Source: an optimization exercise on an open RTL-to-GDS flow (aim: small area). Production flows keep margins and buffers that such runs may drop. Where RTL was checked, it was by simulation tests only, not by an equivalence proof against the original. The clock port is modelled as an ideal driver; clocking choices that lean on that would not hold on a real chip. Power is estimated from default activity; no workload was simulated.

== lane 1 ==
==> flow/design.v <==
module cpu(input         clk, reset,
           input  [15:0] dataout, instruction,
           output        MemRd, MemWr,
           output [15:0] datain, instrAddr, dataAddr);
  reg  [15:0] pc;                       
  reg  [15:0] ins;                      
  reg         regwrE, memrdE, memwrE;   
  reg         fmeE;
  reg  [1:0]  wbE;
  reg  [2:0]  rdE;
  reg  [15:0] resE, sdE;
  reg         regwrM, memrdM, memwrM;   
  reg  [1:0]  wbM;
  reg  [2:0]  rdM;
  reg  [15:0] aluM, dinM;
  reg  [15:0] r1, r2, r3, r4, r5, r6, r7;
  wire [3:0] op = ins[15:12];
  wire       m  = ins[11];
  wire isAnd  = op == 4'b0000;
  wire isSub  = op == 4'b0010;
  wire isAndi = op == 4'b0100;
  wire isLw   = op == 4'b0101;
  wire isLb   = op == 4'b0110;
  wire isSw   = op == 4'b0111;
  wire isBr   = op[3:2] == 2'b10;
  wire isJc   = op[3:1] == 3'b110;      
  wire isCall = op == 4'b1101;
  wire isRet  = op == 4'b1110;
  wire isSv   = op == 4'b1111;
  wire rtype  = op[3:2] == 2'b00 && op[1:0] != 2'b11;    
  wire itype  = !op[3] && !rtype;                        
  wire regWrD = rtype || (itype && !isSw) || isCall;
  wire memRdD = isLw || isLb;
  wire memWrD = isSw || isSv;
  wire killF  = op[3] && !isSv;
  reg [2:0] rs1, rs2, rd;
  always @(*) begin
    if (isRet)                 rs1 = 3'b111;
    else if (isSv || (isBr && m)) rs1 = 3'b000;
    else if (itype || isBr)    rs1 = ins[7:5];
    else                       rs1 = ins[8:6];
    if (isSv)                  rs2 = ins[11:9];
    else if (itype || isBr)    rs2 = ins[10:8];
    else                       rs2 = ins[5:3];
    if (isCall)                rd = 3'b111;
    else if (itype && !isSw)   rd = ins[10:8];
    else                       rd = ins[11:9];
  end
  function [15:0] rfread(input [2:0] a, input [15:0] x1, x2, x3, x4, x5, x6, x7);
    case (a)
      3'd1: rfread = x1;
      3'd2: rfread = x2;
      3'd3: rfread = x3;
      3'd4: rfread = x4;
      3'd5: rfread = x5;
      3'd6: rfread = x6;
      3'd7: rfread = x7;
      default: rfread = 16'd0;
    endcase
  endfunction
  function [15:0] add16(input [15:0] a, b, input cin);
    integer i;
    reg c;
    begin
      c = cin;
      for (i = 0; i < 16; i = i + 1) begin
        add16[i] = a[i] ^ b[i] ^ c;
        c = (a[i] & b[i]) | (c & (a[i] ^ b[i]));
      end
    end
  endfunction
  function [15:0] pfx16(input [15:0] a, b, input cin);
    integer i, l;
    reg [15:0] g, p, G, P;
    begin
      g = a & b;
      p = a ^ b;
      G = g; P = p;
      G[0] = g[0] | (p[0] & cin);
      for (l = 0; l < 4; l = l + 1)
        for (i = (2 << l) - 1; i < 16; i = i + (2 << l)) begin
          G[i] = G[i] | (P[i] & G[i - (1 << l)]);
          P[i] = P[i] & P[i - (1 << l)];
        end
      for (l = 2; l >= 0; l = l - 1)
        for (i = 3 * (1 << l) - 1; i < 16; i = i + (2 << l)) begin
          G[i] = G[i] | (P[i] & G[i - (1 << l)]);
          P[i] = P[i] & P[i - (1 << l)];
        end
      pfx16 = p ^ {G[14:0], cin};
    end
  endfunction
  wire [15:0] wdM = wbM == 2'b01 ? dataout :
                    wbM[1]       ? {{8{wbM[0] & dataout[7]}}, dataout[7:0]} :
                                   aluM;
  wire e1 = rs1 != 0 && rs1 == rdE && regwrE;
  wire m1 = rs1 != 0 && rs1 == rdM && regwrM;
  wire e2 = rs2 != 0 && rs2 == rdE && regwrE;
  wire m2 = rs2 != 0 && rs2 == rdM && regwrM;
  wire [15:0] A  = e1 && !isRet ? resE : m1 && !isRet ? wdM : rfread(rs1, r1, r2, r3, r4, r5, r6, r7);
  wire [15:0] F2 = e2 ? resE : m2 ? wdM : rfread(rs2, r1, r2, r3, r4, r5, r6, r7);
  wire fwdME = memrdE && memWrD && rdE == rdM;
  wire stall = memrdE && (e1 || e2) && !fwdME;
  wire [15:0] imm  = {{11{ins[4] && !isAndi}}, ins[4:0]};
  wire [15:0] B    = itype ? imm : F2;
  wire        sub  = isSub || isBr;
  wire [15:0] sum  = pfx16(A, sub ? ~B : B, sub);
  wire [15:0] res  = isCall ? pc : (isAnd || isAndi) ? (A & B) : sum;
  wire Z = sum == 16'd0;
  wire N = sum[15];
  wire V = (A[15] ^ F2[15]) & (A[15] ^ sum[15]);
  wire taken = isBr && (op[1] ? (Z ^ op[0]) : (op[0] ? (N == V) : (Z || N != V)));
  wire [5:0]  off = {ins[4], ins[4:0]} + 6'b111110;
  wire [15:0] lo2 = add16({10'd0, pc[5:0]}, 16'd2, 1'b0);
  wire [15:0] lob = add16({10'd0, pc[5:0]}, {10'd0, off}, 1'b0);
  wire [9:0]  hi  = pc[15:6];
  wire [9:0]  hiInc, hiDec;
  wire [10:0] ci, bi;                    
  assign ci[0] = 1'b1;
  assign bi[0] = 1'b1;
  genvar g;
  generate
    for (g = 0; g < 10; g = g + 1) begin : incdec
      assign hiInc[g]  = hi[g] ^ ci[g];
      assign hiDec[g]  = hi[g] ^ bi[g];
      assign ci[g + 1] = ci[g] & hi[g];
      assign bi[g + 1] = bi[g] & !hi[g];
    end
  endgenerate
  wire [15:0] pc2 = {lo2[6] ? hiInc : hi, lo2[5:0]};
  wire [15:0] bt  = {lob[6] == off[5] ? hi : lob[6] ? hiInc : hiDec, lob[5:0]};
  wire [15:0] pcn = taken ? bt :
                    isJc  ? {pc[15:13], ins[11:0], 1'b0} :
                    isRet ? A :
                    killF ? pc : pc2;
  always @(negedge clk, posedge reset)
    if (reset) begin
      pc <= 16'd0; ins <= 16'd0;
      regwrE <= 1'b0; memrdE <= 1'b0; memwrE <= 1'b0;
      regwrM <= 1'b0; memrdM <= 1'b0; memwrM <= 1'b0;
    end else begin
      if (!stall) begin
        pc  <= pcn;
        ins <= killF ? 16'd0 : instruction;
      end
      regwrE <= regWrD && !stall;
      memwrE <= memWrD && !stall;
      memrdE <= memRdD;
      regwrM <= regwrE; memrdM <= memrdE; memwrM <= memwrE;
    end
  always @(negedge clk) begin
    rdE  <= rd;
    wbE  <= {isLb, isLw || (isLb && m)};
    resE <= res;
    sdE  <= isSv ? {{7{ins[8]}}, ins[8:0]} : F2;
    fmeE <= memrdE && isSw && rdE == rdM;
    rdM  <= rdE; wbM <= wbE; aluM <= resE;
    dinM <= fmeE ? dataout : sdE;
  end
  always @(negedge clk)
    if (regwrM)
      case (rdM)
        3'd1: r1 <= wdM;
        3'd2: r2 <= wdM;
        3'd3: r3 <= wdM;
        3'd4: r4 <= wdM;
        3'd5: r5 <= wdM;
        3'd6: r6 <= wdM;
        3'd7: r7 <= wdM;
        default: ;
      endcase
  assign instrAddr = pc;
  assign dataAddr  = aluM;
  assign datain    = dinM;
  assign MemWr     = memwrM;
  assign MemRd     = memrdM;
endmodule
Settings: LEC_CHECK=0, ABC_AREA=1, CAP_MARGIN=10, CORE_MARGIN=2, CORE_UTILIZATION=40, GPL_TIMING_DRIVEN=0, SLEW_MARGIN=10; clock period 20.0 ns.
standard.sh (not shown) runs the stock make flow with config.mk's settings and CLKGATE_MAP_FILE= SYNTH_SCRIPT=/design/flow/synth_recipe.tcl, a recipe that flattens the netlist after the stock synthesis.
==> flow/flow/run.sh <==
#!/bin/bash
# The standard layout with 1x port buffers, one inverter for the
# falling-edge clock and a clock tree of small buffers without dummy loads.
# Each step's output goes to a log of its own in this folder.
set -euo pipefail
here=$(cd "$(dirname "${BASH_SOURCE[0]}")" && pwd)
export BUFFER_PORTS_ARGS="-buffer_cell sky130_fd_sc_hd__buf_1"
export CTS_ARGS="-sink_clustering_enable -repair_clock_nets -dont_use_dummy_load -buf_list sky130_fd_sc_hd__clkbuf_8 -sink_clustering_size 16 -sink_clustering_max_diameter 60"
export PRE_CTS_TCL="$here/pre_cts.tcl"
export POST_CTS_TCL="$here/post_cts.tcl"
export PRE_GLOBAL_PLACE_TCL="$here/pre_place.tcl"
# the Liberty file restructure maps to: the platform's, less its don't-use cells
dont_use=$(sed -n '/^export DONT_USE_CELLS/,/^$/p' "$FLOW_HOME/platforms/sky130hd/config.mk" | grep -oE 'sky130_fd_sc_hd__[A-Za-z0-9_]+' | tr '\n' ' ')
python3 "$here/filter_lib.py" "$FLOW_HOME/platforms/sky130hd/lib/sky130_fd_sc_hd__tt_025C_1v80.lib" "$PWD/restructure.lib" $dont_use > filter_lib.log 2>&1
export RESTRUCTURE_LIB="$PWD/restructure.lib"
bash standard.sh synth > synth.log 2>&1
bash standard.sh floorplan > floorplan.log 2>&1
bash standard.sh place > place.log 2>&1
bash standard.sh cts > cts.log 2>&1
bash standard.sh finish > finish.log 2>&1
Other scripts of this flow, unchanged in this note and not shown: flow/flow/filter_lib.py, flow/flow/post_cts.tcl, flow/flow/pre_cts.tcl, flow/flow/pre_place.tcl
Here is what was changed in the inputs of lane 2 compared with lane 1.
--- a/flow/design.v
+++ b/flow/design.v
@@ -98,5 +98,5 @@
   wire e2 = rs2 != 0 && rs2 == rdE && regwrE;
   wire m2 = rs2 != 0 && rs2 == rdM && regwrM;
-  wire [15:0] A  = e1 && !isRet ? resE : m1 && !isRet ? wdM : rfread(rs1, r1, r2, r3, r4, r5, r6, r7);
+  wire [15:0] A  = e1 ? resE : m1 ? wdM : rfread(rs1, r1, r2, r3, r4, r5, r6, r7);
   wire [15:0] F2 = e2 ? resE : m2 ? wdM : rfread(rs2, r1, r2, r3, r4, r5, r6, r7);
   wire fwdME = memrdE && memWrD && rdE == rdM;
@@ -112,5 +112,5 @@
   wire taken = isBr && (op[1] ? (Z ^ op[0]) : (op[0] ? (N == V) : (Z || N != V)));
   wire [5:0]  off = {ins[4], ins[4:0]} + 6'b111110;
-  wire [15:0] lo2 = add16({10'd0, pc[5:0]}, 16'd2, 1'b0);
+  wire [15:0] lo2 = add16({10'd0, pc[5:0]}, {14'd0, !killF, 1'b0}, 1'b0);
   wire [15:0] lob = add16({10'd0, pc[5:0]}, {10'd0, off}, 1'b0);
   wire [9:0]  hi  = pc[15:6];
@@ -132,6 +132,6 @@
   wire [15:0] pcn = taken ? bt :
                     isJc  ? {pc[15:13], ins[11:0], 1'b0} :
-                    isRet ? A :
-                    killF ? pc : pc2;
+                    isRet ? r7 :
+                    pc2;
   always @(negedge clk, posedge reset)
     if (reset) begin
[summary]
Die area: lane 1 vs lane 2 — no meaningful difference
~same area of all placed cells without fillers in lane 2 and lane 1
Taking lane 1 as the reference, in lane 2 sum of internal, switching and leakage power has increased, power of the clock network decreased by about 4% relative to the old numbers, vias after detailed routing dropped 65, synthesized netlist cell count now sits lower, synthesized net count has decreased.
Lane 2 ends up with higher critical path depth than lane 1 does.
For lane 1, only the layout was checked, not whether the RTL still works.
